What follows belongs to an exercise in optimizing a design on an open flow for small area, a short achievable clock period and few clock cycles per item; a production flow would make more cautious choices.
Only simulation tests tie the RTL to the original design; equivalence was not proved.
No activity file was given, so power comes from the tool's default toggle rates.

<file path="design/flow/flow/run.sh">
#!/bin/bash
# The standard layout, with plain buffers (buf_1) on the ports instead of the
# delay buffer buffer_ports picks by default.
set -euo pipefail
bash standard.sh "BUFFER_PORTS_ARGS=-buffer_cell sky130_fd_sc_hd__buf_1" finish > standard_flow.log 2>&1
</file>
<file path="design/flow/standard.sh">
#!/bin/bash
# synth_recipe.tcl (not shown) runs the flow's synth.tcl, then flattens the netlist and writes it again
# the make line also repeats each setting of config.mk as NAME=value (left out here)
make -C /OpenROAD-flow-scripts/flow DESIGN_CONFIG=/design/flow/config.mk WORK_HOME=/design/flow/orfs CLKGATE_MAP_FILE= SYNTH_SCRIPT=/design/flow/synth_recipe.tcl "${@:-finish}"
</file>
<file path="design/flow/config.mk">
export PLATFORM = sky130hd
export DESIGN_NAME = matrix2x2_mult
export DESIGN_NICKNAME = matrix2x2_mult
export VERILOG_FILES = /design/flow/design.v
export SDC_FILE = /design/flow/constraint.sdc
export NUM_CORES = 4
export LEC_CHECK = 0
export CAP_MARGIN = 20
export CORE_MARGIN = 2
export CORE_UTILIZATION = 65
export CTS_BUF_LIST = sky130_fd_sc_hd__clkbuf_16
export CTS_CLUSTER_DIAMETER = 150
export CTS_CLUSTER_SIZE = 30
export SETUP_SLACK_MARGIN = 4.0
export SLEW_MARGIN = 20
export SYNTH_HIERARCHICAL = 1
export SYNTH_MINIMUM_KEEP_SIZE = 0
</file>
<file path="design/flow/constraint.sdc">
create_clock -name core_clock -period 7.0 [get_ports {clk}]
set_input_delay 1.4000 -clock core_clock [delete_from_list [all_inputs] [get_ports {clk}]]
set_output_delay 1.4000 -clock core_clock [all_outputs]
set_load 0.01 [all_outputs]
</file>
<file path="design/flow/design.v">
`timescale 1ns / 1ps
module matrix2x2_mult (
    input       clk,
    input       rst,
    input       start,
    input [7:0]  a00, a01,
    input [7:0]  a10, a11,
    input [7:0]  b00, b01,
    input [7:0]  b10, b11,
    output [16:0] c00, c01,
    output [16:0] c10, c11,
    output done
);
reg [7:0] ra00, ra01, ra10, ra11, rb00, rb01, rb10, rb11;
always @(posedge clk) begin
    ra00 <= a00; ra01 <= a01; ra10 <= a10; ra11 <= a11;
    rb00 <= b00; rb01 <= b01; rb10 <= b10; rb11 <= b11;
end
reg [2:0] v;
always @(posedge clk, posedge rst) begin
    if (rst)
        v <= 3'd0;
    else
        v <= {v[1:0], start};
end
assign done = v[2];
wire [38:0] t1_00;
mm_t1 s1_00 (.x0(ra00), .y0(rb00), .x1(ra01), .y1(rb10), .o(t1_00));
wire [38:0] t1_01;
mm_t1 s1_01 (.x0(ra00), .y0(rb01), .x1(ra01), .y1(rb11), .o(t1_01));
wire [38:0] t1_10;
mm_t1 s1_10 (.x0(ra10), .y0(rb00), .x1(ra11), .y1(rb10), .o(t1_10));
wire [38:0] t1_11;
mm_t1 s1_11 (.x0(ra10), .y0(rb01), .x1(ra11), .y1(rb11), .o(t1_11));
reg [38:0] q1_00, q1_01, q1_10, q1_11;
always @(posedge clk) begin
    q1_00 <= t1_00;
    q1_01 <= t1_01;
    q1_10 <= t1_10;
    q1_11 <= t1_11;
end
wire [16:0] s_00;
mm_cpa a_00 (.i(q1_00), .c(s_00));
wire [16:0] s_01;
mm_cpa a_01 (.i(q1_01), .c(s_01));
wire [16:0] s_10;
mm_cpa a_10 (.i(q1_10), .c(s_10));
wire [16:0] s_11;
mm_cpa a_11 (.i(q1_11), .c(s_11));
reg [16:0] r00, r01, r10, r11;
always @(posedge clk) begin
    r00 <= s_00;
    r01 <= s_01;
    r10 <= s_10;
    r11 <= s_11;
end
assign c00 = r00;
assign c01 = r01;
assign c10 = r10;
assign c11 = r11;
endmodule
module mm_t1 (
  input  [7:0] x0, y0, x1, y1,
  output [38:0] o
);
  mm_nand u1 (.a(x0[0]), .b(y0[0]), .y(o[0]));
  wire w2_0;
  mm_nand u2 (.a(x0[0]), .b(y0[1]), .y(w2_0));
  wire w3_0;
  mm_nand u3 (.a(x0[0]), .b(y0[2]), .y(w3_0));
  wire w4_0;
  mm_nand u4 (.a(x0[0]), .b(y0[3]), .y(w4_0));
  wire w5_0;
  mm_nand u5 (.a(x0[0]), .b(y0[4]), .y(w5_0));
  wire w6_0;
  mm_nand u6 (.a(x0[0]), .b(y0[5]), .y(w6_0));
  wire w7_0;
  mm_nand u7 (.a(x0[0]), .b(y0[6]), .y(w7_0));
  wire w8_0;
  mm_nand u8 (.a(x0[0]), .b(y0[7]), .y(w8_0));
  mm_nand u9 (.a(x0[1]), .b(y0[0]), .y(o[2]));
  wire w10_0;
  mm_nand u10 (.a(x0[1]), .b(y0[1]), .y(w10_0));
  wire w11_0;
  mm_nand u11 (.a(x0[1]), .b(y0[2]), .y(w11_0));
  wire w12_0;
  mm_nand u12 (.a(x0[1]), .b(y0[3]), .y(w12_0));
  wire w13_0;
  mm_nand u13 (.a(x0[1]), .b(y0[4]), .y(w13_0));
  wire w14_0;
  mm_nand u14 (.a(x0[1]), .b(y0[5]), .y(w14_0));
  wire w15_0;
  mm_nand u15 (.a(x0[1]), .b(y0[6]), .y(w15_0));
  wire w16_0;
  mm_nand u16 (.a(x0[1]), .b(y0[7]), .y(w16_0));
  wire w17_0;
  mm_nand u17 (.a(x0[2]), .b(y0[0]), .y(w17_0));
  wire w18_0;
  mm_nand u18 (.a(x0[2]), .b(y0[1]), .y(w18_0));
  wire w19_0;
  mm_nand u19 (.a(x0[2]), .b(y0[2]), .y(w19_0));
  wire w20_0;
  mm_nand u20 (.a(x0[2]), .b(y0[3]), .y(w20_0));
  wire w21_0;
  mm_nand u21 (.a(x0[2]), .b(y0[4]), .y(w21_0));
  wire w22_0;
  mm_nand u22 (.a(x0[2]), .b(y0[5]), .y(w22_0));
  wire w23_0;
  mm_nand u23 (.a(x0[2]), .b(y0[6]), .y(w23_0));
  wire w24_0;
  mm_nand u24 (.a(x0[2]), .b(y0[7]), .y(w24_0));
  wire w25_0;
  mm_nand u25 (.a(x0[3]), .b(y0[0]), .y(w25_0));
  wire w26_0;
  mm_nand u26 (.a(x0[3]), .b(y0[1]), .y(w26_0));
  wire w27_0;
  mm_nand u27 (.a(x0[3]), .b(y0[2]), .y(w27_0));
  wire w28_0;
  mm_nand u28 (.a(x0[3]), .b(y0[3]), .y(w28_0));
  wire w29_0;
  mm_nand u29 (.a(x0[3]), .b(y0[4]), .y(w29_0));
  wire w30_0;
  mm_nand u30 (.a(x0[3]), .b(y0[5]), .y(w30_0));
  wire w31_0;
  mm_nand u31 (.a(x0[3]), .b(y0[6]), .y(w31_0));
  wire w32_0;
  mm_nand u32 (.a(x0[3]), .b(y0[7]), .y(w32_0));
  wire w33_0;
  mm_nand u33 (.a(x0[4]), .b(y0[0]), .y(w33_0));
  wire w34_0;
  mm_nand u34 (.a(x0[4]), .b(y0[1]), .y(w34_0));
  wire w35_0;
  mm_nand u35 (.a(x0[4]), .b(y0[2]), .y(w35_0));
  wire w36_0;
  mm_nand u36 (.a(x0[4]), .b(y0[3]), .y(w36_0));
  wire w37_0;
  mm_nand u37 (.a(x0[4]), .b(y0[4]), .y(w37_0));
  wire w38_0;
  mm_nand u38 (.a(x0[4]), .b(y0[5]), .y(w38_0));
  wire w39_0;
  mm_nand u39 (.a(x0[4]), .b(y0[6]), .y(w39_0));
  wire w40_0;
  mm_nand u40 (.a(x0[4]), .b(y0[7]), .y(w40_0));
  wire w41_0;
  mm_nand u41 (.a(x0[5]), .b(y0[0]), .y(w41_0));
  wire w42_0;
  mm_nand u42 (.a(x0[5]), .b(y0[1]), .y(w42_0));
  wire w43_0;
  mm_nand u43 (.a(x0[5]), .b(y0[2]), .y(w43_0));
  wire w44_0;
  mm_nand u44 (.a(x0[5]), .b(y0[3]), .y(w44_0));
  wire w45_0;
  mm_nand u45 (.a(x0[5]), .b(y0[4]), .y(w45_0));
  wire w46_0;
  mm_nand u46 (.a(x0[5]), .b(y0[5]), .y(w46_0));
  wire w47_0;
  mm_nand u47 (.a(x0[5]), .b(y0[6]), .y(w47_0));
  wire w48_0;
  mm_nand u48 (.a(x0[5]), .b(y0[7]), .y(w48_0));
  wire w49_0;
  mm_nand u49 (.a(x0[6]), .b(y0[0]), .y(w49_0));
  wire w50_0;
  mm_nand u50 (.a(x0[6]), .b(y0[1]), .y(w50_0));
  wire w51_0;
  mm_nand u51 (.a(x0[6]), .b(y0[2]), .y(w51_0));
  wire w52_0;
  mm_nand u52 (.a(x0[6]), .b(y0[3]), .y(w52_0));
  wire w53_0;
  mm_nand u53 (.a(x0[6]), .b(y0[4]), .y(w53_0));
  wire w54_0;
  mm_nand u54 (.a(x0[6]), .b(y0[5]), .y(w54_0));
  wire w55_0;
  mm_nand u55 (.a(x0[6]), .b(y0[6]), .y(w55_0));
  wire w56_0;
  mm_nand u56 (.a(x0[6]), .b(y0[7]), .y(w56_0));
  wire w57_0;
  mm_nand u57 (.a(x0[7]), .b(y0[0]), .y(w57_0));
  wire w58_0;
  mm_nand u58 (.a(x0[7]), .b(y0[1]), .y(w58_0));
  wire w59_0;
  mm_nand u59 (.a(x0[7]), .b(y0[2]), .y(w59_0));
  wire w60_0;
  mm_nand u60 (.a(x0[7]), .b(y0[3]), .y(w60_0));
  wire w61_0;
  mm_nand u61 (.a(x0[7]), .b(y0[4]), .y(w61_0));
  wire w62_0;
  mm_nand u62 (.a(x0[7]), .b(y0[5]), .y(w62_0));
  wire w63_0;
  mm_nand u63 (.a(x0[7]), .b(y0[6]), .y(w63_0));
  wire w64_0;
  mm_nand u64 (.a(x0[7]), .b(y0[7]), .y(w64_0));
  mm_nand u65 (.a(x1[0]), .b(y1[0]), .y(o[1]));
  wire w66_0;
  mm_nand u66 (.a(x1[0]), .b(y1[1]), .y(w66_0));
  wire w67_0;
  mm_nand u67 (.a(x1[0]), .b(y1[2]), .y(w67_0));
  wire w68_0;
  mm_nand u68 (.a(x1[0]), .b(y1[3]), .y(w68_0));
  wire w69_0;
  mm_nand u69 (.a(x1[0]), .b(y1[4]), .y(w69_0));
  wire w70_0;
  mm_nand u70 (.a(x1[0]), .b(y1[5]), .y(w70_0));
  wire w71_0;
  mm_nand u71 (.a(x1[0]), .b(y1[6]), .y(w71_0));
  wire w72_0;
  mm_nand u72 (.a(x1[0]), .b(y1[7]), .y(w72_0));
  wire w73_0;
  mm_nand u73 (.a(x1[1]), .b(y1[0]), .y(w73_0));
  wire w74_0;
  mm_nand u74 (.a(x1[1]), .b(y1[1]), .y(w74_0));
  wire w75_0;
  mm_nand u75 (.a(x1[1]), .b(y1[2]), .y(w75_0));
  wire w76_0;
  mm_nand u76 (.a(x1[1]), .b(y1[3]), .y(w76_0));
  wire w77_0;
  mm_nand u77 (.a(x1[1]), .b(y1[4]), .y(w77_0));
  wire w78_0;
  mm_nand u78 (.a(x1[1]), .b(y1[5]), .y(w78_0));
  wire w79_0;
  mm_nand u79 (.a(x1[1]), .b(y1[6]), .y(w79_0));
  wire w80_0;
  mm_nand u80 (.a(x1[1]), .b(y1[7]), .y(w80_0));
  wire w81_0;
  mm_nand u81 (.a(x1[2]), .b(y1[0]), .y(w81_0));
  wire w82_0;
  mm_nand u82 (.a(x1[2]), .b(y1[1]), .y(w82_0));
  wire w83_0;
  mm_nand u83 (.a(x1[2]), .b(y1[2]), .y(w83_0));
  wire w84_0;
  mm_nand u84 (.a(x1[2]), .b(y1[3]), .y(w84_0));
  wire w85_0;
  mm_nand u85 (.a(x1[2]), .b(y1[4]), .y(w85_0));
  wire w86_0;
  mm_nand u86 (.a(x1[2]), .b(y1[5]), .y(w86_0));
  wire w87_0;
  mm_nand u87 (.a(x1[2]), .b(y1[6]), .y(w87_0));
  wire w88_0;
  mm_nand u88 (.a(x1[2]), .b(y1[7]), .y(w88_0));
  wire w89_0;
  mm_nand u89 (.a(x1[3]), .b(y1[0]), .y(w89_0));
  wire w90_0;
  mm_nand u90 (.a(x1[3]), .b(y1[1]), .y(w90_0));
  wire w91_0;
  mm_nand u91 (.a(x1[3]), .b(y1[2]), .y(w91_0));
  wire w92_0;
  mm_nand u92 (.a(x1[3]), .b(y1[3]), .y(w92_0));
  wire w93_0;
  mm_nand u93 (.a(x1[3]), .b(y1[4]), .y(w93_0));
  wire w94_0;
  mm_nand u94 (.a(x1[3]), .b(y1[5]), .y(w94_0));
  wire w95_0;
  mm_nand u95 (.a(x1[3]), .b(y1[6]), .y(w95_0));
  wire w96_0;
  mm_nand u96 (.a(x1[3]), .b(y1[7]), .y(w96_0));
  wire w97_0;
  mm_nand u97 (.a(x1[4]), .b(y1[0]), .y(w97_0));
  wire w98_0;
  mm_nand u98 (.a(x1[4]), .b(y1[1]), .y(w98_0));
  wire w99_0;
  mm_nand u99 (.a(x1[4]), .b(y1[2]), .y(w99_0));
  wire w100_0;
  mm_nand u100 (.a(x1[4]), .b(y1[3]), .y(w100_0));
  wire w101_0;
  mm_nand u101 (.a(x1[4]), .b(y1[4]), .y(w101_0));
  wire w102_0;
  mm_nand u102 (.a(x1[4]), .b(y1[5]), .y(w102_0));
  wire w103_0;
  mm_nand u103 (.a(x1[4]), .b(y1[6]), .y(w103_0));
  wire w104_0;
  mm_nand u104 (.a(x1[4]), .b(y1[7]), .y(w104_0));
  wire w105_0;
  mm_nand u105 (.a(x1[5]), .b(y1[0]), .y(w105_0));
  wire w106_0;
  mm_nand u106 (.a(x1[5]), .b(y1[1]), .y(w106_0));
  wire w107_0;
  mm_nand u107 (.a(x1[5]), .b(y1[2]), .y(w107_0));
  wire w108_0;
  mm_nand u108 (.a(x1[5]), .b(y1[3]), .y(w108_0));
  wire w109_0;
  mm_nand u109 (.a(x1[5]), .b(y1[4]), .y(w109_0));
  wire w110_0;
  mm_nand u110 (.a(x1[5]), .b(y1[5]), .y(w110_0));
  wire w111_0;
  mm_nand u111 (.a(x1[5]), .b(y1[6]), .y(w111_0));
  wire w112_0;
  mm_nand u112 (.a(x1[5]), .b(y1[7]), .y(w112_0));
  wire w113_0;
  mm_nand u113 (.a(x1[6]), .b(y1[0]), .y(w113_0));
  wire w114_0;
  mm_nand u114 (.a(x1[6]), .b(y1[1]), .y(w114_0));
  wire w115_0;
  mm_nand u115 (.a(x1[6]), .b(y1[2]), .y(w115_0));
  wire w116_0;
  mm_nand u116 (.a(x1[6]), .b(y1[3]), .y(w116_0));
  wire w117_0;
  mm_nand u117 (.a(x1[6]), .b(y1[4]), .y(w117_0));
  wire w118_0;
  mm_nand u118 (.a(x1[6]), .b(y1[5]), .y(w118_0));
  wire w119_0;
  mm_nand u119 (.a(x1[6]), .b(y1[6]), .y(w119_0));
  wire w120_0;
  mm_nand u120 (.a(x1[6]), .b(y1[7]), .y(w120_0));
  wire w121_0;
  mm_nand u121 (.a(x1[7]), .b(y1[0]), .y(w121_0));
  wire w122_0;
  mm_nand u122 (.a(x1[7]), .b(y1[1]), .y(w122_0));
  wire w123_0;
  mm_nand u123 (.a(x1[7]), .b(y1[2]), .y(w123_0));
  wire w124_0;
  mm_nand u124 (.a(x1[7]), .b(y1[3]), .y(w124_0));
  wire w125_0;
  mm_nand u125 (.a(x1[7]), .b(y1[4]), .y(w125_0));
  wire w126_0;
  mm_nand u126 (.a(x1[7]), .b(y1[5]), .y(w126_0));
  wire w127_0;
  mm_nand u127 (.a(x1[7]), .b(y1[6]), .y(w127_0));
  wire w128_0;
  mm_nand u128 (.a(x1[7]), .b(y1[7]), .y(w128_0));
  wire w129_1;
  mm_fa u129 (.a(w2_0), .b(w66_0), .c(w73_0), .s(o[3]), .co(w129_1));
  wire w130_0, w130_1;
  mm_fa u130 (.a(w10_0), .b(w17_0), .c(w3_0), .s(w130_0), .co(w130_1));
  wire w131_0, w131_1;
  mm_fa u131 (.a(w67_0), .b(w74_0), .c(w81_0), .s(w131_0), .co(w131_1));
  wire w132_1;
  mm_fa u132 (.a(w129_1), .b(w130_0), .c(w131_0), .s(o[4]), .co(w132_1));
  wire w133_0, w133_1;
  mm_fa u133 (.a(w11_0), .b(w18_0), .c(w25_0), .s(w133_0), .co(w133_1));
  wire w134_0, w134_1;
  mm_fa u134 (.a(w4_0), .b(w68_0), .c(w75_0), .s(w134_0), .co(w134_1));
  wire w135_0, w135_1;
  mm_fa u135 (.a(w82_0), .b(w89_0), .c(w130_1), .s(w135_0), .co(w135_1));
  wire w136_0, w136_1;
  mm_fa u136 (.a(w131_1), .b(w133_0), .c(w134_0), .s(w136_0), .co(w136_1));
  wire w137_1;
  mm_fa u137 (.a(w132_1), .b(w135_0), .c(w136_0), .s(o[5]), .co(w137_1));
  wire w138_0, w138_1;
  mm_fa u138 (.a(w12_0), .b(w19_0), .c(w26_0), .s(w138_0), .co(w138_1));
  wire w139_0, w139_1;
  mm_fa u139 (.a(w33_0), .b(w5_0), .c(w69_0), .s(w139_0), .co(w139_1));
  wire w140_0, w140_1;
  mm_fa u140 (.a(w76_0), .b(w83_0), .c(w90_0), .s(w140_0), .co(w140_1));
  wire w141_0, w141_1;
  mm_fa u141 (.a(w97_0), .b(w133_1), .c(w134_1), .s(w141_0), .co(w141_1));
  wire w142_0, w142_1;
  mm_fa u142 (.a(w138_0), .b(w139_0), .c(w140_0), .s(w142_0), .co(w142_1));
  wire w143_0, w143_1;
  mm_fa u143 (.a(w135_1), .b(w136_1), .c(w141_0), .s(w143_0), .co(w143_1));
  mm_fa u144 (.a(w142_0), .b(w137_1), .c(w143_0), .s(o[6]), .co(o[8]));
  wire w145_0, w145_1;
  mm_fa u145 (.a(w105_0), .b(w13_0), .c(w20_0), .s(w145_0), .co(w145_1));
  wire w146_0, w146_1;
  mm_fa u146 (.a(w27_0), .b(w34_0), .c(w41_0), .s(w146_0), .co(w146_1));
  wire w147_0, w147_1;
  mm_fa u147 (.a(w6_0), .b(w70_0), .c(w77_0), .s(w147_0), .co(w147_1));
  wire w148_0, w148_1;
  mm_fa u148 (.a(w84_0), .b(w91_0), .c(w98_0), .s(w148_0), .co(w148_1));
  wire w149_0, w149_1;
  mm_fa u149 (.a(w138_1), .b(w139_1), .c(w140_1), .s(w149_0), .co(w149_1));
  wire w150_0, w150_1;
  mm_fa u150 (.a(w145_0), .b(w146_0), .c(w147_0), .s(w150_0), .co(w150_1));
  wire w151_1;
  mm_fa u151 (.a(w148_0), .b(w141_1), .c(w142_1), .s(o[7]), .co(w151_1));
  mm_fa u152 (.a(w149_0), .b(w150_0), .c(w143_1), .s(o[9]), .co(o[10]));
  wire w153_0, w153_1;
  mm_fa u153 (.a(w106_0), .b(w113_0), .c(w14_0), .s(w153_0), .co(w153_1));
  wire w154_0, w154_1;
  mm_fa u154 (.a(w21_0), .b(w28_0), .c(w35_0), .s(w154_0), .co(w154_1));
  wire w155_0, w155_1;
  mm_fa u155 (.a(w42_0), .b(w49_0), .c(w71_0), .s(w155_0), .co(w155_1));
  wire w156_0, w156_1;
  mm_fa u156 (.a(w78_0), .b(w7_0), .c(w85_0), .s(w156_0), .co(w156_1));
  wire w157_0, w157_1;
  mm_fa u157 (.a(w92_0), .b(w99_0), .c(w145_1), .s(w157_0), .co(w157_1));
  wire w158_0, w158_1;
  mm_fa u158 (.a(w146_1), .b(w147_1), .c(w148_1), .s(w158_0), .co(w158_1));
  wire w159_0, w159_1;
  mm_fa u159 (.a(w153_0), .b(w154_0), .c(w155_0), .s(w159_0), .co(w159_1));
  wire w160_0, w160_1;
  mm_fa u160 (.a(w156_0), .b(w149_1), .c(w150_1), .s(w160_0), .co(w160_1));
  wire w161_0;
  mm_fa u161 (.a(w157_0), .b(w158_0), .c(w159_0), .s(w161_0), .co(o[12]));
  mm_fa u162 (.a(w151_1), .b(w160_0), .c(w161_0), .s(o[11]), .co(o[15]));
  wire w163_0, w163_1;
  mm_fa u163 (.a(w100_0), .b(w107_0), .c(w114_0), .s(w163_0), .co(w163_1));
  wire w164_0, w164_1;
  mm_fa u164 (.a(w121_0), .b(w15_0), .c(w22_0), .s(w164_0), .co(w164_1));
  wire w165_0, w165_1;
  mm_fa u165 (.a(w29_0), .b(w36_0), .c(w43_0), .s(w165_0), .co(w165_1));
  wire w166_0, w166_1;
  mm_fa u166 (.a(w50_0), .b(w57_0), .c(w72_0), .s(w166_0), .co(w166_1));
  wire w167_0, w167_1;
  mm_fa u167 (.a(w79_0), .b(w86_0), .c(w8_0), .s(w167_0), .co(w167_1));
  wire w168_0, w168_1;
  mm_fa u168 (.a(w93_0), .b(w153_1), .c(w154_1), .s(w168_0), .co(w168_1));
  wire w169_0, w169_1;
  mm_fa u169 (.a(w155_1), .b(w156_1), .c(w163_0), .s(w169_0), .co(w169_1));
  wire w170_0, w170_1;
  mm_fa u170 (.a(w164_0), .b(w165_0), .c(w166_0), .s(w170_0), .co(w170_1));
  wire w171_0, w171_1;
  mm_fa u171 (.a(w167_0), .b(w157_1), .c(w158_1), .s(w171_0), .co(w171_1));
  wire w172_1;
  mm_fa u172 (.a(w159_1), .b(w168_0), .c(w169_0), .s(o[13]), .co(w172_1));
  mm_fa u173 (.a(w170_0), .b(w160_1), .c(w171_0), .s(o[14]), .co(o[16]));
  wire w174_0, w174_1;
  mm_fa u174 (.a(w101_0), .b(w108_0), .c(w115_0), .s(w174_0), .co(w174_1));
  wire w175_0, w175_1;
  mm_fa u175 (.a(w122_0), .b(w16_0), .c(w23_0), .s(w175_0), .co(w175_1));
  wire w176_0, w176_1;
  mm_fa u176 (.a(w30_0), .b(w37_0), .c(w44_0), .s(w176_0), .co(w176_1));
  wire w177_0, w177_1;
  mm_fa u177 (.a(w51_0), .b(w58_0), .c(w80_0), .s(w177_0), .co(w177_1));
  wire w178_0, w178_1;
  mm_fa u178 (.a(w87_0), .b(w94_0), .c(w163_1), .s(w178_0), .co(w178_1));
  wire w179_0, w179_1;
  mm_fa u179 (.a(w164_1), .b(w165_1), .c(w166_1), .s(w179_0), .co(w179_1));
  wire w180_0, w180_1;
  mm_fa u180 (.a(w167_1), .b(w174_0), .c(w175_0), .s(w180_0), .co(w180_1));
  wire w181_0, w181_1;
  mm_fa u181 (.a(w176_0), .b(w177_0), .c(w168_1), .s(w181_0), .co(w181_1));
  wire w182_0, w182_1;
  mm_fa u182 (.a(w169_1), .b(w170_1), .c(w178_0), .s(w182_0), .co(w182_1));
  mm_fa u183 (.a(w179_0), .b(w180_0), .c(w171_1), .s(o[17]), .co(o[21]));
  mm_fa u184 (.a(w181_0), .b(w172_1), .c(w182_0), .s(o[18]), .co(o[22]));
  wire w185_0, w185_1;
  mm_fa u185 (.a(w102_0), .b(w109_0), .c(w116_0), .s(w185_0), .co(w185_1));
  wire w186_0, w186_1;
  mm_fa u186 (.a(w123_0), .b(w24_0), .c(w31_0), .s(w186_0), .co(w186_1));
  wire w187_0, w187_1;
  mm_fa u187 (.a(w38_0), .b(w45_0), .c(w52_0), .s(w187_0), .co(w187_1));
  wire w188_0, w188_1;
  mm_fa u188 (.a(w59_0), .b(w88_0), .c(w95_0), .s(w188_0), .co(w188_1));
  wire w189_0, w189_1;
  mm_fa u189 (.a(w174_1), .b(w175_1), .c(w176_1), .s(w189_0), .co(w189_1));
  wire w190_0, w190_1;
  mm_fa u190 (.a(w177_1), .b(w185_0), .c(w186_0), .s(w190_0), .co(w190_1));
  wire w191_1;
  mm_fa u191 (.a(w187_0), .b(w188_0), .c(w178_1), .s(o[19]), .co(w191_1));
  wire w192_1;
  mm_fa u192 (.a(w179_1), .b(w180_1), .c(w189_0), .s(o[20]), .co(w192_1));
  mm_fa u193 (.a(w190_0), .b(w181_1), .c(w182_1), .s(o[23]), .co(o[25]));
  wire w194_0, w194_1;
  mm_fa u194 (.a(w103_0), .b(w110_0), .c(w117_0), .s(w194_0), .co(w194_1));
  wire w195_0, w195_1;
  mm_fa u195 (.a(w124_0), .b(w32_0), .c(w39_0), .s(w195_0), .co(w195_1));
  wire w196_0, w196_1;
  mm_fa u196 (.a(w46_0), .b(w53_0), .c(w60_0), .s(w196_0), .co(w196_1));
  wire w197_0, w197_1;
  mm_fa u197 (.a(w96_0), .b(w185_1), .c(w186_1), .s(w197_0), .co(w197_1));
  wire w198_0, w198_1;
  mm_fa u198 (.a(w187_1), .b(w188_1), .c(w194_0), .s(w198_0), .co(w198_1));
  wire w199_0, w199_1;
  mm_fa u199 (.a(w195_0), .b(w196_0), .c(w189_1), .s(w199_0), .co(w199_1));
  mm_fa u200 (.a(w190_1), .b(w197_0), .c(w198_0), .s(o[24]), .co(o[27]));
  mm_fa u201 (.a(w191_1), .b(w192_1), .c(w199_0), .s(o[26]), .co(o[29]));
  wire w202_0, w202_1;
  mm_fa u202 (.a(w104_0), .b(w111_0), .c(w118_0), .s(w202_0), .co(w202_1));
  wire w203_0, w203_1;
  mm_fa u203 (.a(w125_0), .b(w40_0), .c(w47_0), .s(w203_0), .co(w203_1));
  wire w204_0, w204_1;
  mm_fa u204 (.a(w54_0), .b(w61_0), .c(w194_1), .s(w204_0), .co(w204_1));
  wire w205_0, w205_1;
  mm_fa u205 (.a(w195_1), .b(w196_1), .c(w202_0), .s(w205_0), .co(w205_1));
  wire w206_1;
  mm_fa u206 (.a(w203_0), .b(w197_1), .c(w198_1), .s(o[28]), .co(w206_1));
  mm_fa u207 (.a(w204_0), .b(w205_0), .c(w199_1), .s(o[30]), .co(o[31]));
  wire w208_0, w208_1;
  mm_fa u208 (.a(w112_0), .b(w119_0), .c(w126_0), .s(w208_0), .co(w208_1));
  wire w209_0, w209_1;
  mm_fa u209 (.a(w48_0), .b(w55_0), .c(w62_0), .s(w209_0), .co(w209_1));
  wire w210_0, w210_1;
  mm_fa u210 (.a(w202_1), .b(w203_1), .c(w208_0), .s(w210_0), .co(w210_1));
  wire w211_0;
  mm_fa u211 (.a(w209_0), .b(w204_1), .c(w205_1), .s(w211_0), .co(o[33]));
  mm_fa u212 (.a(w210_0), .b(w206_1), .c(w211_0), .s(o[32]), .co(o[35]));
  wire w213_0, w213_1;
  mm_fa u213 (.a(w120_0), .b(w127_0), .c(w56_0), .s(w213_0), .co(w213_1));
  wire w214_0, w214_1;
  mm_fa u214 (.a(w63_0), .b(w208_1), .c(w209_1), .s(w214_0), .co(w214_1));
  wire w215_1;
  mm_fa u215 (.a(w213_0), .b(w210_1), .c(w214_0), .s(o[34]), .co(w215_1));
  wire w216_0;
  mm_fa u216 (.a(w128_0), .b(w64_0), .c(w213_1), .s(w216_0), .co(o[37]));
  mm_fa u217 (.a(w214_1), .b(w216_0), .c(w215_1), .s(o[36]), .co(o[38]));
endmodule
module mm_cpa (
  input  [38:0] i,
  output [16:0] c
);
  wire w1_0;
  mm_xnor u1 (.a(i[0]), .b(i[1]), .y(w1_0));
  wire w2_0;
  mm_or u2 (.a(i[0]), .b(i[1]), .y(w2_0));
  wire w3_0, w3_1;
  mm_fa u3 (.a(i[2]), .b(i[3]), .c(w2_0), .s(w3_0), .co(w3_1));
  wire w4_0, w4_1;
  mm_fa u4 (.a(i[7]), .b(i[8]), .c(i[9]), .s(w4_0), .co(w4_1));
  wire w5_0;
  mm_xnor u5 (.a(i[10]), .b(i[11]), .y(w5_0));
  wire w6_0;
  mm_or u6 (.a(i[10]), .b(i[11]), .y(w6_0));
  wire w7_0, w7_1;
  mm_fa u7 (.a(i[12]), .b(i[13]), .c(i[14]), .s(w7_0), .co(w7_1));
  wire w8_0;
  mm_xnor u8 (.a(i[15]), .b(w6_0), .y(w8_0));
  wire w9_0;
  mm_or u9 (.a(i[15]), .b(w6_0), .y(w9_0));
  wire w10_0, w10_1;
  mm_fa u10 (.a(i[16]), .b(i[17]), .c(i[18]), .s(w10_0), .co(w10_1));
  wire w11_0;
  mm_xnor u11 (.a(w7_1), .b(w9_0), .y(w11_0));
  wire w12_0;
  mm_or u12 (.a(w7_1), .b(w9_0), .y(w12_0));
  wire w13_0, w13_1;
  mm_fa u13 (.a(i[19]), .b(i[20]), .c(i[21]), .s(w13_0), .co(w13_1));
  wire w14_0, w14_1;
  mm_fa u14 (.a(i[22]), .b(i[23]), .c(w10_1), .s(w14_0), .co(w14_1));
  wire w15_0;
  mm_xnor u15 (.a(w13_0), .b(w12_0), .y(w15_0));
  wire w16_0;
  mm_or u16 (.a(w13_0), .b(w12_0), .y(w16_0));
  wire w17_0, w17_1;
  mm_fa u17 (.a(i[24]), .b(i[25]), .c(i[26]), .s(w17_0), .co(w17_1));
  wire w18_0, w18_1;
  mm_fa u18 (.a(w13_1), .b(w17_0), .c(w14_1), .s(w18_0), .co(w18_1));
  wire w19_0, w19_1;
  mm_fa u19 (.a(i[27]), .b(i[28]), .c(i[29]), .s(w19_0), .co(w19_1));
  wire w20_0, w20_1;
  mm_fa u20 (.a(i[30]), .b(w17_1), .c(w19_0), .s(w20_0), .co(w20_1));
  wire w21_0, w21_1;
  mm_fa u21 (.a(i[31]), .b(i[32]), .c(w19_1), .s(w21_0), .co(w21_1));
  wire w22_0, w22_1;
  mm_fa u22 (.a(i[33]), .b(i[34]), .c(i[35]), .s(w22_0), .co(w22_1));
  mm_inv u23 (.a(w1_0), .y(c[0]));
  mm_inv u24 (.a(w3_0), .y(c[1]));
  wire w25_0;
  mm_nor u25 (.a(i[4]), .b(w3_1), .y(w25_0));
  mm_xor u26 (.a(i[4]), .b(w3_1), .y(c[2]));
  wire w27_0;
  mm_nor u27 (.a(w5_0), .b(w4_1), .y(w27_0));
  wire w28_0;
  mm_xor u28 (.a(w5_0), .b(w4_1), .y(w28_0));
  wire w29_0;
  mm_nor u29 (.a(w8_0), .b(w7_0), .y(w29_0));
  wire w30_0;
  mm_xor u30 (.a(w8_0), .b(w7_0), .y(w30_0));
  wire w31_0;
  mm_nor u31 (.a(w10_0), .b(w11_0), .y(w31_0));
  wire w32_0;
  mm_xor u32 (.a(w10_0), .b(w11_0), .y(w32_0));
  wire w33_0;
  mm_nor u33 (.a(w15_0), .b(w14_0), .y(w33_0));
  wire w34_0;
  mm_xor u34 (.a(w15_0), .b(w14_0), .y(w34_0));
  wire w35_0;
  mm_nor u35 (.a(w16_0), .b(w18_0), .y(w35_0));
  wire w36_0;
  mm_xor u36 (.a(w16_0), .b(w18_0), .y(w36_0));
  wire w37_0;
  mm_nor u37 (.a(w20_0), .b(w18_1), .y(w37_0));
  wire w38_0;
  mm_xor u38 (.a(w20_0), .b(w18_1), .y(w38_0));
  wire w39_0;
  mm_nor u39 (.a(w20_1), .b(w21_0), .y(w39_0));
  wire w40_0;
  mm_xor u40 (.a(w20_1), .b(w21_0), .y(w40_0));
  wire w41_0;
  mm_nor u41 (.a(w22_0), .b(w21_1), .y(w41_0));
  wire w42_0;
  mm_xor u42 (.a(w22_0), .b(w21_1), .y(w42_0));
  wire w43_0;
  mm_nor u43 (.a(i[36]), .b(w22_1), .y(w43_0));
  wire w44_0;
  mm_xor u44 (.a(i[36]), .b(w22_1), .y(w44_0));
  wire w45_0;
  mm_nor u45 (.a(i[37]), .b(i[38]), .y(w45_0));
  wire w46_0;
  mm_xor u46 (.a(i[37]), .b(i[38]), .y(w46_0));
  wire w47_0;
  mm_inv u47 (.a(i[5]), .y(w47_0));
  wire w48_0;
  mm_nand u48 (.a(w47_0), .b(w25_0), .y(w48_0));
  wire w49_0;
  mm_nor u49 (.a(w4_0), .b(i[6]), .y(w49_0));
  wire w50_0;
  mm_a21oi u50 (.a(w30_0), .b(w27_0), .c(w29_0), .y(w50_0));
  wire w51_0;
  mm_nand u51 (.a(w30_0), .b(w28_0), .y(w51_0));
  wire w52_0;
  mm_a21oi u52 (.a(w34_0), .b(w31_0), .c(w33_0), .y(w52_0));
  wire w53_0;
  mm_nand u53 (.a(w34_0), .b(w32_0), .y(w53_0));
  wire w54_0;
  mm_a21oi u54 (.a(w38_0), .b(w35_0), .c(w37_0), .y(w54_0));
  wire w55_0;
  mm_nand u55 (.a(w38_0), .b(w36_0), .y(w55_0));
  wire w56_0;
  mm_a21oi u56 (.a(w42_0), .b(w39_0), .c(w41_0), .y(w56_0));
  wire w57_0;
  mm_nand u57 (.a(w42_0), .b(w40_0), .y(w57_0));
  wire w58_0;
  mm_a21oi u58 (.a(w46_0), .b(w43_0), .c(w45_0), .y(w58_0));
  wire w59_0;
  mm_nand u59 (.a(w46_0), .b(w44_0), .y(w59_0));
  wire w60_0;
  mm_nor u60 (.a(i[6]), .b(w48_0), .y(w60_0));
  wire w61_0;
  mm_inv u61 (.a(w49_0), .y(w61_0));
  wire w62_0;
  mm_nor u62 (.a(w61_0), .b(w48_0), .y(w62_0));
  wire w63_0;
  mm_inv u63 (.a(w31_0), .y(w63_0));
  wire w64_0;
  mm_inv u64 (.a(w32_0), .y(w64_0));
  wire w65_0;
  mm_o21ai u65 (.a(w64_0), .b(w50_0), .c(w63_0), .y(w65_0));
  wire w66_0;
  mm_inv u66 (.a(w32_0), .y(w66_0));
  wire w67_0;
  mm_nor u67 (.a(w66_0), .b(w51_0), .y(w67_0));
  wire w68_0;
  mm_o21ai u68 (.a(w53_0), .b(w50_0), .c(w52_0), .y(w68_0));
  wire w69_0;
  mm_nor u69 (.a(w53_0), .b(w51_0), .y(w69_0));
  wire w70_0;
  mm_inv u70 (.a(w39_0), .y(w70_0));
  wire w71_0;
  mm_inv u71 (.a(w40_0), .y(w71_0));
  wire w72_0;
  mm_o21ai u72 (.a(w71_0), .b(w54_0), .c(w70_0), .y(w72_0));
  wire w73_0;
  mm_inv u73 (.a(w40_0), .y(w73_0));
  wire w74_0;
  mm_nor u74 (.a(w73_0), .b(w55_0), .y(w74_0));
  wire w75_0;
  mm_o21ai u75 (.a(w57_0), .b(w54_0), .c(w56_0), .y(w75_0));
  wire w76_0;
  mm_nor u76 (.a(w57_0), .b(w55_0), .y(w76_0));
  wire w77_0;
  mm_a21oi u77 (.a(w28_0), .b(w62_0), .c(w27_0), .y(w77_0));
  wire w78_0;
  mm_inv u78 (.a(w50_0), .y(w78_0));
  wire w79_0;
  mm_inv u79 (.a(w51_0), .y(w79_0));
  wire w80_0;
  mm_a21oi u80 (.a(w79_0), .b(w62_0), .c(w78_0), .y(w80_0));
  wire w81_0;
  mm_a21oi u81 (.a(w67_0), .b(w62_0), .c(w65_0), .y(w81_0));
  wire w82_0;
  mm_a21oi u82 (.a(w69_0), .b(w62_0), .c(w68_0), .y(w82_0));
  wire w83_0;
  mm_a21oi u83 (.a(w44_0), .b(w75_0), .c(w43_0), .y(w83_0));
  wire w84_0;
  mm_nand u84 (.a(w44_0), .b(w76_0), .y(w84_0));
  wire w85_0;
  mm_inv u85 (.a(w58_0), .y(w85_0));
  wire w86_0;
  mm_inv u86 (.a(w59_0), .y(w86_0));
  wire w87_0;
  mm_a21oi u87 (.a(w86_0), .b(w75_0), .c(w85_0), .y(w87_0));
  wire w88_0;
  mm_inv u88 (.a(w59_0), .y(w88_0));
  wire w89_0;
  mm_nand u89 (.a(w88_0), .b(w76_0), .y(w89_0));
  wire w90_0;
  mm_inv u90 (.a(w35_0), .y(w90_0));
  wire w91_0;
  mm_inv u91 (.a(w36_0), .y(w91_0));
  wire w92_0;
  mm_o21ai u92 (.a(w91_0), .b(w82_0), .c(w90_0), .y(w92_0));
  wire w93_0;
  mm_o21ai u93 (.a(w55_0), .b(w82_0), .c(w54_0), .y(w93_0));
  wire w94_0;
  mm_inv u94 (.a(w72_0), .y(w94_0));
  wire w95_0;
  mm_inv u95 (.a(w74_0), .y(w95_0));
  wire w96_0;
  mm_o21ai u96 (.a(w95_0), .b(w82_0), .c(w94_0), .y(w96_0));
  wire w97_0;
  mm_inv u97 (.a(w75_0), .y(w97_0));
  wire w98_0;
  mm_inv u98 (.a(w76_0), .y(w98_0));
  wire w99_0;
  mm_o21ai u99 (.a(w98_0), .b(w82_0), .c(w97_0), .y(w99_0));
  wire w100_0;
  mm_o21ai u100 (.a(w84_0), .b(w82_0), .c(w83_0), .y(w100_0));
  mm_o21ai u101 (.a(w89_0), .b(w82_0), .c(w87_0), .y(c[16]));
  mm_xnor u102 (.a(i[5]), .b(w25_0), .y(c[3]));
  mm_xor u103 (.a(i[6]), .b(w48_0), .y(c[4]));
  mm_xnor u104 (.a(w4_0), .b(w60_0), .y(c[5]));
  mm_xor u105 (.a(w28_0), .b(w62_0), .y(c[6]));
  mm_xnor u106 (.a(w30_0), .b(w77_0), .y(c[7]));
  mm_xnor u107 (.a(w32_0), .b(w80_0), .y(c[8]));
  mm_xnor u108 (.a(w34_0), .b(w81_0), .y(c[9]));
  mm_xnor u109 (.a(w36_0), .b(w82_0), .y(c[10]));
  mm_xor u110 (.a(w38_0), .b(w92_0), .y(c[11]));
  mm_xor u111 (.a(w40_0), .b(w93_0), .y(c[12]));
  mm_xor u112 (.a(w42_0), .b(w96_0), .y(c[13]));
  mm_xor u113 (.a(w44_0), .b(w99_0), .y(c[14]));
  mm_xor u114 (.a(w46_0), .b(w100_0), .y(c[15]));
endmodule
module mm_nand (input a, b, output y); assign y = ~(a & b); endmodule
module mm_nor (input a, b, output y); assign y = ~(a | b); endmodule
module mm_or (input a, b, output y); assign y = a | b; endmodule
module mm_xor (input a, b, output y); assign y = a ^ b; endmodule
module mm_xnor (input a, b, output y); assign y = ~(a ^ b); endmodule
module mm_inv (input a, output y); assign y = ~a; endmodule
module mm_a21oi (input a, b, c, output y); assign y = ~((a & b) | c); endmodule
module mm_o21ai (input a, b, c, output y); assign y = ~((a | b) & c); endmodule
module mm_fa (
  input  a, b, c,
  output s, co
);
  assign s = a ^ b ^ c;
  assign co = (a & b) | (a & c) | (b & c);
endmodule
</file>
==> impl_summary.log, run 1 <==
INFO  metric buffers_on_ports = 135
INFO  metric via_count_of_the_first_global_routing_pass = 13,120
INFO  metric most_common_cell_after_layout_fill_and_taps_aside = sky130_fd_sc_hd__nand2_1
INFO  metric clock_skew = 19.15 ps
INFO  metric gr-usage-met2 = 0.4515
INFO  metric grt_setup_unrepaired = yes
INFO  metric detailedRoute.firstIterationViolations = 1,032
INFO  metric cts.reportedPaths.clkPinSlew = 110 ps
INFO  metric avgSynthCellArea = 11.32 sq um
INFO  metric worst_pin_slew = 602.1 ps
INFO  metric hold_ws = 365.4 ps
INFO  metric detailed_place_hpwl = 28,320 microns
INFO  metric final_period_demand_of_the_worst_path = 2917 ps
INFO  metric initial_core_util = 0.6600
INFO  metric synth_area = 18,290 sq um
INFO  metric post_drt_wl_per_cell = 18.94 microns
INFO  metric ff2ff_path_depth = 5
INFO  metric clock_tree.buffer_depth = 3
INFO  metric route.final.wire_length = 40,610 microns
INFO  metric worst_ir_drop_on_vdd = 0.3710 mV
INFO  metric tritoncts.num_buffers = 13
INFO  metric worst-endpoint-arrival = 3310 ps
INFO  metric global_route.usage.met1 = 0.4370
INFO  metric run_status = no timing/DRC/antenna violations
INFO  metric die_w = 171.7 microns
INFO  metric finalCoreUtilization = 0.7119
INFO  metric setup_viol = 0
INFO  metric grt_pass1_wl = 66,910 microns
INFO  metric criticalPathCategory = reg -> reg
INFO  metric placeableCoreArea = 27,710 sq um
INFO  metric remaining_drc_errors = 0
INFO  metric finalCritPeriodShare = 0.4166
INFO  metric drv_slew = 0
INFO  metric ant_nets = 0
INFO  metric min_delay_path_depth = 0
INFO  metric post-cts-setup-buffers = 0
INFO  metric tritoncts = built
INFO  metric cts_max_level = 1
INFO  metric area_growth = 7.862%
INFO  metric die_h = 171.7 microns
INFO  metric yosysSeqAreaShare = 0.3194
INFO  metric num_antenna_cells = 0
INFO  metric gr-max-usage-layer = met2
INFO  metric via_per_inst = 5.531
INFO  metric grt.met3_usage = 0.07455
INFO  metric detail_route.first_pass.iterations = 5
INFO  metric yosys.cell_types.count = 11
INFO  metric postSynthCellCount = 1,616
INFO  metric grt_max_degree = 32
INFO  metric hold_path_class = reg -> reg
INFO  metric power.static_leakage = 7.227 nW
INFO  metric grt-ovfl-total = 0
INFO  metric nNetsFinal = 2,237
INFO  metric synth_nets = 2,087
INFO  metric grt_usage = 0.2958
INFO  metric max_slew_margin = 0.5986
INFO  metric post_route_cells_drive_above_1_share = 0.07191
INFO  metric cp-end-kind = flip-flop
INFO  metric synth_warnings = 7
INFO  metric mostFrequentLayoutCells = sky130_fd_sc_hd__nand2_1 (544), sky130_fd_sc_hd__fa_1 (404), sky130_fd_sc_hd__dfxtp_1 (224), sky130_fd_sc_hd__buf_1 (135), sky130_fd_sc_hd__inv_1 (86)
INFO  metric totalNegativeSetupSlack = 0 ps
INFO  metric cts.root.buffer_cell = sky130_fd_sc_hd__clkbuf_16
INFO  metric max_freq = 0.3429 GHz
INFO  metric cellPowerDensity = 434.1 nW/um^2
INFO  metric top_level_ports = 136
INFO  metric finalHoldViolations = 0
INFO  metric critical_path_required = 7400 ps
INFO  metric worstSkewPairLatency = 510 ps
INFO  metric gp_congestion = 0.8656
INFO  metric tritoncts_num_sinks = 291
INFO  metric maxCapViolations = 0
INFO  metric design.die.area = 29,490 sq um
INFO  metric antenna_found_initial = 0
INFO  metric placed_area = 19,270 sq um
INFO  metric final.fill_count = 2,109
INFO  metric synth-seq-cells = 291
INFO  metric vias = 11,860
INFO  metric timing.critical_path.fanout_max = 16
INFO  metric final_design_area_no_fill = 19,720 sq um
INFO  metric floorplan.rows = 61
INFO  metric number_of_non_filler_instances_in_the_completed_layout = 2,144
INFO  metric post_cts_hold_buffer_count = 0
INFO  metric place.detailed.instances = 2,129
INFO  metric critical_path.startpoint_type = flip-flop
-- modules after synthesis (local to each module, per instance), excerpt --
| module | flip-flops and latches | times used | cells inside | cell area (sq um) |
|---|---|---|---|---|
| mm_xor | 0 | 72 | 1 | 8.758 |
| mm_or | 0 | 20 | 1 | 6.256 |
| mm_nand | 0 | 544 | 1 | 3.754 |
| mm_o21ai | 0 | 40 | 1 | 5.005 |
| mm_xnor | 0 | 44 | 1 | 8.758 |
| mm_inv | 0 | 84 | 1 | 3.754 |
| mm_fa | 0 | 404 | 1 | 20.02 |
-- path summary, 6_finish.rpt --
path | start | to | slack [ps]
max | ra10[5] | q1_10[11] | 4080
min | v[1] | v[2] | 370
max reg2reg | ra10[5] | q1_10[11] | 4080
min reg2reg | v[1] | v[2] | 370
max in group asynchronous | rst | v[1] | 6160
min in group asynchronous | rst | v[2] | 710
-- cells by family (layout without fill, tap and decap cells) --
group / Yosys count / after routing / share of synthesized area
AO/OA/AOI/OAI: 84 / 84 / 0.03202
buffers and inverters: 85 / 235 / 0.01745
XOR/XNOR: 116 / 116 / 0.05556
AND/OR/NAND/NOR: 636 / 636 / 0.1333
adder cells (fa/ha/maj): 404 / 404 / 0.4423
flip-flops: 291 / 291 / 0.3194
-- state kept, by name, indices dropped and copies added, names as in the netlist, 17 cells and up --
| name | count |
|---|---|
| q1_00 | 39 |
| r01 | 17 |
| q1_01 | 39 |
| r10 | 17 |
| r11 | 17 |
| q1_11 | 39 |
| r00 | 17 |
| q1_10 | 39 |
-- repair_timing --
action	in CTS	in global routing
setup endpoints to repair	48	51
hold endpoints to repair	0	0
resized for setup	56	13
-- layout make-up --
| class | instances | area, sq um | area share |
|---|---|---|---|
| Inverter | 85 | 319.1 | 0.01618 |
| Sequential cell | 291 | 5921 | 0.3002 |
| Multi-Input combinational cell | 1240 | 12160 | 0.6167 |
| Tap cell | 378 | 473.0 | 0.02398 |
| Clock inverter | 2 | 15.01 | 0.0007612 |
| Timing Repair Buffer | 135 | 506.7 | 0.02569 |
| Clock buffer | 13 | 325.3 | 0.01649 |
-- routing by layer --
layer	share of wire	vias up
li1	-	5159
met1	0.42	5969
met2	0.45	673
met3	0.11	57
met4	0.020	0
met5	0	-
-- stage by stage --
stage               total power, mW  setup WS, ps
finish                        8.563          4083
global route                  9.409          3920
CTS                           8.564          4000
detailed placement            7.681          3855
global placement              7.504          3920
floorplan                     6.483          4308
-- critical path, stage by stage (launching register included) --
cell and delay (ps):
sky130_fd_sc_hd__dfxtp_2 670, sky130_fd_sc_hd__nand2_1 170, sky130_fd_sc_hd__fa_1 590, sky130_fd_sc_hd__fa_1 440, sky130_fd_sc_hd__fa_1 520, sky130_fd_sc_hd__fa_1 410
-- synth_stat cells (all sizes together) --
cell type | count | area share
a21oi | 44 | 0.021
dfrtp | 3 | 0.0041
dfxtp | 288 | 0.32
fa | 404 | 0.44
inv | 85 | 0.017
nand2 | 544 | 0.11
nor2 | 72 | 0.015
o21ai | 40 | 0.011
or2 | 20 | 0.0068
xnor2 | 44 | 0.021
xor2 | 72 | 0.034
-- report_power, final --
part / switching, mW / internal, mW
Sequential: 0.363 / 2.31
Combinational: 2.99 / 2.04
Clock: 0.507 / 0.343
Total: 3.86 / 4.70
Testbench counts, summed over its fixed seeds: cycles 16,016, items 16,000.
==> inputs of run 2 (changes only) <==
--- a/design/flow/design.v
+++ b/design/flow/design.v
@@ -610,93 +610,73 @@
   mm_nor u62 (.a(w61_0), .b(w48_0), .y(w62_0));
   wire w63_0;
-  mm_inv u63 (.a(w31_0), .y(w63_0));
+  mm_inv u63 (.a(w32_0), .y(w63_0));
   wire w64_0;
-  mm_inv u64 (.a(w32_0), .y(w64_0));
+  mm_o21bai u64 (.a(w63_0), .b(w50_0), .c(w31_0), .y(w64_0));
   wire w65_0;
-  mm_o21ai u65 (.a(w64_0), .b(w50_0), .c(w63_0), .y(w65_0));
+  mm_nor u65 (.a(w63_0), .b(w51_0), .y(w65_0));
   wire w66_0;
-  mm_inv u66 (.a(w32_0), .y(w66_0));
+  mm_o21ai u66 (.a(w53_0), .b(w50_0), .c(w52_0), .y(w66_0));
   wire w67_0;
-  mm_nor u67 (.a(w66_0), .b(w51_0), .y(w67_0));
+  mm_nor u67 (.a(w53_0), .b(w51_0), .y(w67_0));
   wire w68_0;
-  mm_o21ai u68 (.a(w53_0), .b(w50_0), .c(w52_0), .y(w68_0));
+  mm_inv u68 (.a(w40_0), .y(w68_0));
   wire w69_0;
-  mm_nor u69 (.a(w53_0), .b(w51_0), .y(w69_0));
+  mm_o21bai u69 (.a(w68_0), .b(w54_0), .c(w39_0), .y(w69_0));
   wire w70_0;
-  mm_inv u70 (.a(w39_0), .y(w70_0));
+  mm_nor u70 (.a(w68_0), .b(w55_0), .y(w70_0));
   wire w71_0;
-  mm_inv u71 (.a(w40_0), .y(w71_0));
+  mm_o21ai u71 (.a(w57_0), .b(w54_0), .c(w56_0), .y(w71_0));
   wire w72_0;
-  mm_o21ai u72 (.a(w71_0), .b(w54_0), .c(w70_0), .y(w72_0));
+  mm_nor u72 (.a(w57_0), .b(w55_0), .y(w72_0));
   wire w73_0;
-  mm_inv u73 (.a(w40_0), .y(w73_0));
+  mm_a21oi u73 (.a(w28_0), .b(w62_0), .c(w27_0), .y(w73_0));
   wire w74_0;
-  mm_nor u74 (.a(w73_0), .b(w55_0), .y(w74_0));
+  mm_inv u74 (.a(w51_0), .y(w74_0));
   wire w75_0;
-  mm_o21ai u75 (.a(w57_0), .b(w54_0), .c(w56_0), .y(w75_0));
+  mm_a21boi u75 (.a(w74_0), .b(w62_0), .c(w50_0), .y(w75_0));
   wire w76_0;
-  mm_nor u76 (.a(w57_0), .b(w55_0), .y(w76_0));
+  mm_a21oi u76 (.a(w65_0), .b(w62_0), .c(w64_0), .y(w76_0));
   wire w77_0;
-  mm_a21oi u77 (.a(w28_0), .b(w62_0), .c(w27_0), .y(w77_0));
+  mm_a21oi u77 (.a(w67_0), .b(w62_0), .c(w66_0), .y(w77_0));
   wire w78_0;
-  mm_inv u78 (.a(w50_0), .y(w78_0));
+  mm_a21oi u78 (.a(w44_0), .b(w71_0), .c(w43_0), .y(w78_0));
   wire w79_0;
-  mm_inv u79 (.a(w51_0), .y(w79_0));
+  mm_nand u79 (.a(w44_0), .b(w72_0), .y(w79_0));
   wire w80_0;
-  mm_a21oi u80 (.a(w79_0), .b(w62_0), .c(w78_0), .y(w80_0));
+  mm_inv u80 (.a(w59_0), .y(w80_0));
   wire w81_0;
-  mm_a21oi u81 (.a(w67_0), .b(w62_0), .c(w65_0), .y(w81_0));
+  mm_a21boi u81 (.a(w80_0), .b(w71_0), .c(w58_0), .y(w81_0));
   wire w82_0;
-  mm_a21oi u82 (.a(w69_0), .b(w62_0), .c(w68_0), .y(w82_0));
+  mm_nand u82 (.a(w80_0), .b(w72_0), .y(w82_0));
   wire w83_0;
-  mm_a21oi u83 (.a(w44_0), .b(w75_0), .c(w43_0), .y(w83_0));
+  mm_inv u83 (.a(w36_0), .y(w83_0));
   wire w84_0;
-  mm_nand u84 (.a(w44_0), .b(w76_0), .y(w84_0));
+  mm_o21bai u84 (.a(w83_0), .b(w77_0), .c(w35_0), .y(w84_0));
   wire w85_0;
-  mm_inv u85 (.a(w58_0), .y(w85_0));
+  mm_o21ai u85 (.a(w55_0), .b(w77_0), .c(w54_0), .y(w85_0));
   wire w86_0;
-  mm_inv u86 (.a(w59_0), .y(w86_0));
+  mm_inv u86 (.a(w70_0), .y(w86_0));
   wire w87_0;
-  mm_a21oi u87 (.a(w86_0), .b(w75_0), .c(w85_0), .y(w87_0));
+  mm_o21bai u87 (.a(w86_0), .b(w77_0), .c(w69_0), .y(w87_0));
   wire w88_0;
-  mm_inv u88 (.a(w59_0), .y(w88_0));
+  mm_inv u88 (.a(w72_0), .y(w88_0));
   wire w89_0;
-  mm_nand u89 (.a(w88_0), .b(w76_0), .y(w89_0));
+  mm_o21bai u89 (.a(w88_0), .b(w77_0), .c(w71_0), .y(w89_0));
   wire w90_0;
-  mm_inv u90 (.a(w35_0), .y(w90_0));
-  wire w91_0;
-  mm_inv u91 (.a(w36_0), .y(w91_0));
-  wire w92_0;
-  mm_o21ai u92 (.a(w91_0), .b(w82_0), .c(w90_0), .y(w92_0));
-  wire w93_0;
-  mm_o21ai u93 (.a(w55_0), .b(w82_0), .c(w54_0), .y(w93_0));
-  wire w94_0;
-  mm_inv u94 (.a(w72_0), .y(w94_0));
-  wire w95_0;
-  mm_inv u95 (.a(w74_0), .y(w95_0));
-  wire w96_0;
-  mm_o21ai u96 (.a(w95_0), .b(w82_0), .c(w94_0), .y(w96_0));
-  wire w97_0;
-  mm_inv u97 (.a(w75_0), .y(w97_0));
-  wire w98_0;
-  mm_inv u98 (.a(w76_0), .y(w98_0));
-  wire w99_0;
-  mm_o21ai u99 (.a(w98_0), .b(w82_0), .c(w97_0), .y(w99_0));
-  wire w100_0;
-  mm_o21ai u100 (.a(w84_0), .b(w82_0), .c(w83_0), .y(w100_0));
-  mm_o21ai u101 (.a(w89_0), .b(w82_0), .c(w87_0), .y(c[16]));
-  mm_xnor u102 (.a(i[5]), .b(w25_0), .y(c[3]));
-  mm_xor u103 (.a(i[6]), .b(w48_0), .y(c[4]));
-  mm_xnor u104 (.a(w4_0), .b(w60_0), .y(c[5]));
-  mm_xor u105 (.a(w28_0), .b(w62_0), .y(c[6]));
-  mm_xnor u106 (.a(w30_0), .b(w77_0), .y(c[7]));
-  mm_xnor u107 (.a(w32_0), .b(w80_0), .y(c[8]));
-  mm_xnor u108 (.a(w34_0), .b(w81_0), .y(c[9]));
-  mm_xnor u109 (.a(w36_0), .b(w82_0), .y(c[10]));
-  mm_xor u110 (.a(w38_0), .b(w92_0), .y(c[11]));
-  mm_xor u111 (.a(w40_0), .b(w93_0), .y(c[12]));
-  mm_xor u112 (.a(w42_0), .b(w96_0), .y(c[13]));
-  mm_xor u113 (.a(w44_0), .b(w99_0), .y(c[14]));
-  mm_xor u114 (.a(w46_0), .b(w100_0), .y(c[15]));
+  mm_o21ai u90 (.a(w79_0), .b(w77_0), .c(w78_0), .y(w90_0));
+  mm_o21ai u91 (.a(w82_0), .b(w77_0), .c(w81_0), .y(c[16]));
+  mm_xnor u92 (.a(i[5]), .b(w25_0), .y(c[3]));
+  mm_xor u93 (.a(i[6]), .b(w48_0), .y(c[4]));
+  mm_xnor u94 (.a(w4_0), .b(w60_0), .y(c[5]));
+  mm_xor u95 (.a(w28_0), .b(w62_0), .y(c[6]));
+  mm_xnor u96 (.a(w30_0), .b(w73_0), .y(c[7]));
+  mm_xnor u97 (.a(w32_0), .b(w75_0), .y(c[8]));
+  mm_xnor u98 (.a(w34_0), .b(w76_0), .y(c[9]));
+  mm_xnor u99 (.a(w36_0), .b(w77_0), .y(c[10]));
+  mm_xor u100 (.a(w38_0), .b(w84_0), .y(c[11]));
+  mm_xor u101 (.a(w40_0), .b(w85_0), .y(c[12]));
+  mm_xor u102 (.a(w42_0), .b(w87_0), .y(c[13]));
+  mm_xor u103 (.a(w44_0), .b(w89_0), .y(c[14]));
+  mm_xor u104 (.a(w46_0), .b(w90_0), .y(c[15]));
 endmodule
 module mm_nand (input a, b, output y); assign y = ~(a & b); endmodule
@@ -708,4 +688,7 @@
 module mm_a21oi (input a, b, c, output y); assign y = ~((a & b) | c); endmodule
 module mm_o21ai (input a, b, c, output y); assign y = ~((a | b) & c); endmodule
+module mm_a21boi (input a, b, c, output y); assign y = ~((a & b) | ~c); endmodule
+module mm_o21bai (input a, b, c, output y); assign y = ~((a | b) & ~c); endmodule
+module mm_nor2b (input a, b, output y); assign y = ~(a | ~b); endmodule
 module mm_fa (
   input  a, b, c,
--- a/design/flow/config.mk
+++ b/design/flow/config.mk
@@ -12,5 +12,5 @@
 export CTS_CLUSTER_DIAMETER = 150
 export CTS_CLUSTER_SIZE = 30
-export SETUP_SLACK_MARGIN = 4.0
+export SETUP_SLACK_MARGIN = 4.1
 export SLEW_MARGIN = 20
 export SYNTH_HIERARCHICAL = 1
==> impl_summary.log, run 2 <==
INFO  metric tritoncts.num_buffers = 13 (unchanged)
INFO  metric cp_common_cell = sky130_fd_sc_hd__fa_1
INFO  metric die_w = 171.4 microns (-0.22%)
INFO  metric path_buf_inv = 0 (unchanged)
INFO  metric die_h = 171.4 microns (-0.22%)
INFO  metric postSynthCellCount = 1,576 (-2.5%)
INFO  metric most_common_cell_after_layout_fill_and_taps_aside = sky130_fd_sc_hd__nand2_1
INFO  metric gp_congestion = 0.8458 (-2.3%)
INFO  metric grt_max_degree = 32 (unchanged)
INFO  metric asyncSetResetFlopFracSynth = 0.01031 (unchanged)
INFO  metric fraction_of_the_mapped_netlist_area_in_simple_logic_gates = 0.1339 (+0.0005862)
INFO  metric synth_area = 18,210 sq um (-0.44%)
INFO  metric finalCoreUtilization = 0.7132 (+0.001264)
INFO  metric synth_top_cell_area_share = 0.4442 (+0.001945)
INFO  metric worstSkewPairLatency = 510 ps (about the same)
INFO  metric cp-end-kind = flip-flop
INFO  metric nNetsFinal = 2,200 (-1.7%)
INFO  metric post-synth-top-area-cell = sky130_fd_sc_hd__fa_1
INFO  metric floorplan.rows = 61 (unchanged)
INFO  metric detailed_place_hpwl = 28,610 microns (+1.0%)
INFO  metric worst_path_max_delay_cell = sky130_fd_sc_hd__dfxtp_2
INFO  metric detail_route.first_pass.iterations = 7 (+2)
INFO  metric placeableCoreArea = 27,710 sq um (unchanged)
INFO  metric ant_nets = 0 (unchanged)
INFO  metric initial_core_util = 0.6571 (-0.002890)
INFO  metric synth_warnings = 7 (unchanged)
INFO  metric grt_setup_unrepaired = yes
INFO  metric antenna_found_initial = 0 (unchanged)
INFO  metric most_used_flip_flop_cell_after_synthesis = sky130_fd_sc_hd__dfxtp_1
INFO  metric vias = 11,860 (+0.042%)
INFO  metric complex_gate_fraction_of_the_synthesized_area = 0.03601 (+0.003989)
INFO  metric worst_pin_slew = 585.9 ps (-16.23 ps)
INFO  metric drv_slew = 0 (unchanged)
INFO  metric route.final.wire_length = 41,300 microns (+1.7%)
INFO  metric synth_nets = 2,047 (-1.9%)
INFO  metric totalNegativeSetupSlack = 0 ps (unchanged)
INFO  metric worst-endpoint-arrival = 3250 ps (-60 ps)
INFO  metric setup_viol = 0 (unchanged)
INFO  metric timing.critical_path.fanout_max = 16 (unchanged)
INFO  metric worst_ir_drop_on_vdd = 0.3219 mV (-13%)
INFO  metric top_level_ports = 136 (unchanged)
INFO  metric cts_max_level = 1 (unchanged)
INFO  metric power.static_leakage = 7.089 nW (-1.9%)
INFO  metric post_route_cells_drive_above_1_share = 0.07981 (+0.007901)
INFO  metric finalCritPeriodShare = 0.4083 (-0.008383)
INFO  metric final_period_demand_of_the_worst_path = 2858 ps (-58.68 ps)
INFO  metric clock_skew = 18.76 ps (-0.3909 ps)
INFO  metric via_count_of_the_first_global_routing_pass = 12,930 (-1.4%)
INFO  metric detailedRoute.firstIterationViolations = 1,170 (+13%)
INFO  metric avgSynthCellArea = 11.55 sq um (+2.1%)
INFO  metric criticalPathCategory = reg -> reg
INFO  metric crit_path_cell_trace = nand2_1 -> fa_1 -> fa_1 -> fa_1 -> fa_1
INFO  metric synth-seq-cells = 291 (unchanged)
INFO  metric synth_fa_ha_area_frac = 0.4442 (+0.001945)
INFO  metric hold_path_class = reg -> reg
INFO  metric maxCapViolations = 0 (unchanged)
INFO  metric delay_of_the_slowest_cell_on_the_worst_path = 640 ps (-30 ps)
INFO  metric cells_taking_the_most_area_after_synthesis = sky130_fd_sc_hd__fa_1 (44%), sky130_fd_sc_hd__dfxtp_1 (32%), sky130_fd_sc_hd__nand2_1 (11%)
INFO  metric run_status = no timing/DRC/antenna violations
INFO  metric synth.cells.most_frequent = sky130_fd_sc_hd__nand2_1 (544), sky130_fd_sc_hd__fa_1 (404), sky130_fd_sc_hd__dfxtp_1 (288), sky130_fd_sc_hd__nor2_1 (72), sky130_fd_sc_hd__xor2_1 (72)
INFO  metric grt_usage = 0.2974 (+0.001648)
INFO  metric most_numerous_cell_in_the_yosys_netlist = sky130_fd_sc_hd__nand2_1
INFO  metric clock_tree.buffer_depth = 3 (unchanged)
INFO  metric tritoncts_num_sinks = 291 (unchanged)
INFO  metric grt-ovfl-total = 0 (unchanged)
INFO  metric num_antenna_cells = 0 (unchanged)
INFO  metric max_slew_margin = 0.6080 (+0.009376)
INFO  metric area_growth = 8.529%
INFO  metric cts.root.buffer_cell = sky130_fd_sc_hd__clkbuf_16
INFO  metric mostFrequentLayoutCells = sky130_fd_sc_hd__nand2_1 (543), sky130_fd_sc_hd__fa_1 (404), sky130_fd_sc_hd__dfxtp_1 (224), sky130_fd_sc_hd__buf_1 (135), sky130_fd_sc_hd__nor2_1 (68)
INFO  metric synth.area.mux_share = 0 (unchanged)
INFO  metric tritoncts = built
INFO  metric combinational_family_with_the_most_area_after_synthesis = adder cells
INFO  metric post_drt_wl_per_cell = 19.60 microns (+3.5%)
INFO  metric buffers_on_ports = 135 (unchanged)
INFO  metric cellPowerDensity = 438.1 nW/um^2 (+0.91%)
INFO  metric post_cts_hold_buffer_count = 0 (unchanged)
INFO  metric grt_pass1_wl = 66,690 microns (-0.33%)
INFO  metric design.die.area = 29,360 sq um (-0.43%)
INFO  metric yosys.cell_types.count = 13 (+2)
INFO  metric critical_path.startpoint_type = flip-flop
INFO  metric critical_path.top_delay_family = adder cells
INFO  metric synth_enable_flop_cells = 0 (unchanged)
INFO  metric critical_path_required = 7390 ps (about the same)
INFO  metric cts.reportedPaths.clkPinSlew = 110 ps (about the same)
INFO  metric max_freq = 0.3499 GHz (+2.1%)
INFO  metric final.fill_count = 2,086 (-1.1%)
INFO  metric yosysSeqAreaShare = 0.3208 (+0.001405)
INFO  metric via_per_inst = 5.630 (+1.8%)
INFO  metric remaining_drc_errors = 0 (unchanged)
INFO  metric synth_xor_area_frac = 0.05580 (+0.0002444)
INFO  metric finalHoldViolations = 0 (unchanged)
run 2: changes by cell type after synthesis, sizes merged:
cell    before  now
inv         85   45
o21bai       0   20
a21boi       0    8
a21oi       44   36
o21ai       40   20
run 2: power by group:
| part | internal, mW | switching (mW) |
|---|---|---|
| Clock | 0.343 | 0.509 |
| Sequential | 2.31 | 0.370 |
| Combinational | 2.15 | 2.98 |
| Total | 4.80 | 3.86 |
run 2: repair_timing:
action | in CTS | in global routing
endpoints found under the setup margin | 82 | 25
pin swaps | 0 | 5
resized for setup | 64 | 36
buffers inserted | 0 | 3
run 2: final cells by class:
type                    instances  area (sq um)  area share
clock buffers                  13         325.3     0.01646
flip-flops and latches        291          5978      0.3026
repair buffers                138         529.3     0.02679
multi-input cells            1240         12270      0.6209
inverters                      45         168.9    0.008549
clock inverters                 2         15.01   0.0007599
well taps                     378         473.0     0.02394
run 2: per-layer routing:
| layer | GRT usage | part of all wire | up-vias |
|---|---|---|---|
| li1 | - | - | 5097 |
| met1 | 0.4422 | 0.42 | 5991 |
| met2 | 0.4521 | 0.45 | 718 |
| met3 | 0.07317 | 0.11 | 57 |
| met4 | 0.06374 | 0.021 | 0 |
| met5 | 0 | 0 | - |
run 2: worst paths after layout:
kind | start | depth (start not counted) | end | slack [ps]
setup / recovery | rb00[5] | 5 | q1_10[11] | 4140
hold / removal | v[0] | 0 | v[1] | 360
setup reg to reg | rb00[5] | 5 | q1_10[11] | 4140
hold reg to reg | v[0] | 0 | v[1] | 360
max in group asynchronous | rst | 2 | v[1] | 6170
min in group asynchronous | rst | 2 | v[2] | 710
run 2: kinds of logic (layout without fill, tap and decap cells):
logic type	Yosys count	in the layout
AOI/OAI and AO/OA	84	84
xor gates and xnor gates	116	116
adders and majority gates	404	404
buffers and inverters	45	198
DFF	291	291
and+or+nand+nor	636	636
run 2: modules after synthesis, one instance, submodules excluded, a selection:
module / times used / cell area, sq um / flops+latches
mm_a21oi: 36 / 8.758 / 0
mm_xor: 72 / 8.758 / 0
mm_inv: 44 / 3.754 / 0
mm_nand: 544 / 3.754 / 0
mm_or: 20 / 6.256 / 0
matrix2x2_mult: 1 / 5844 / 291
mm_a21boi: 8 / 11.26 / 0
mm_o21ai: 20 / 5.005 / 0
mm_o21bai: 20 / 7.507 / 0
mm_xnor: 44 / 8.758 / 0
mm_fa: 404 / 20.02 / 0
run 2: per-stage QoR:
stage | cells | worst slack (ps) | total power, mW | hold WS [ps] | instance area (sq um)
after CTS | 2104 | 4110 | 8.500 | 367.7 | 19610
after detailed placement | 2089 | 3835 | 7.615 | 338.6 | 19190
final | 2107 | 4142 | 8.656 | 364.3 | 19760
after global routing | 2107 | 4066 | 9.461 | 370.9 | 19760
after global placement | 2089 | 3879 | 7.445 | 335.4 | 19190
after floorplan | 1576 | 4308 | 6.436 | 331.2 | 18210
Testbench counts of run 2, summed over its fixed seeds: cycles 16,016, items 16,000.

[afterwards: timing with drivers on the ports]
In the flow no input, the clock included, has a driving cell. The finished layouts below were timed again as built, in two steps. Step 1 assumes that a clkbuf_16 drives the clock port and a buf_2 every other input. Step 2 adds t to the input delays and takes it off the output delays; t is the mean of the earliest and latest rising clock arrival at the registers after step 1. Input paths then give back, and output paths get back, about the clock's delay inside the block. a / b / c = ideal ports / drivers / drivers and shift; a / b = the first two.
| run | t (ns) | setup WS [ns] | worst hold slack (ns) |
|---|---|---|---|
| run 1 | 0.548 | 4.083 / 4.083 / 4.083 | 0.365 / 0.365 / 0.365 |
| run 2 | 0.550 | 4.142 / 4.142 / 4.142 | 0.364 / 0.364 / 0.364 |
After both steps every run listed still meets setup and hold.
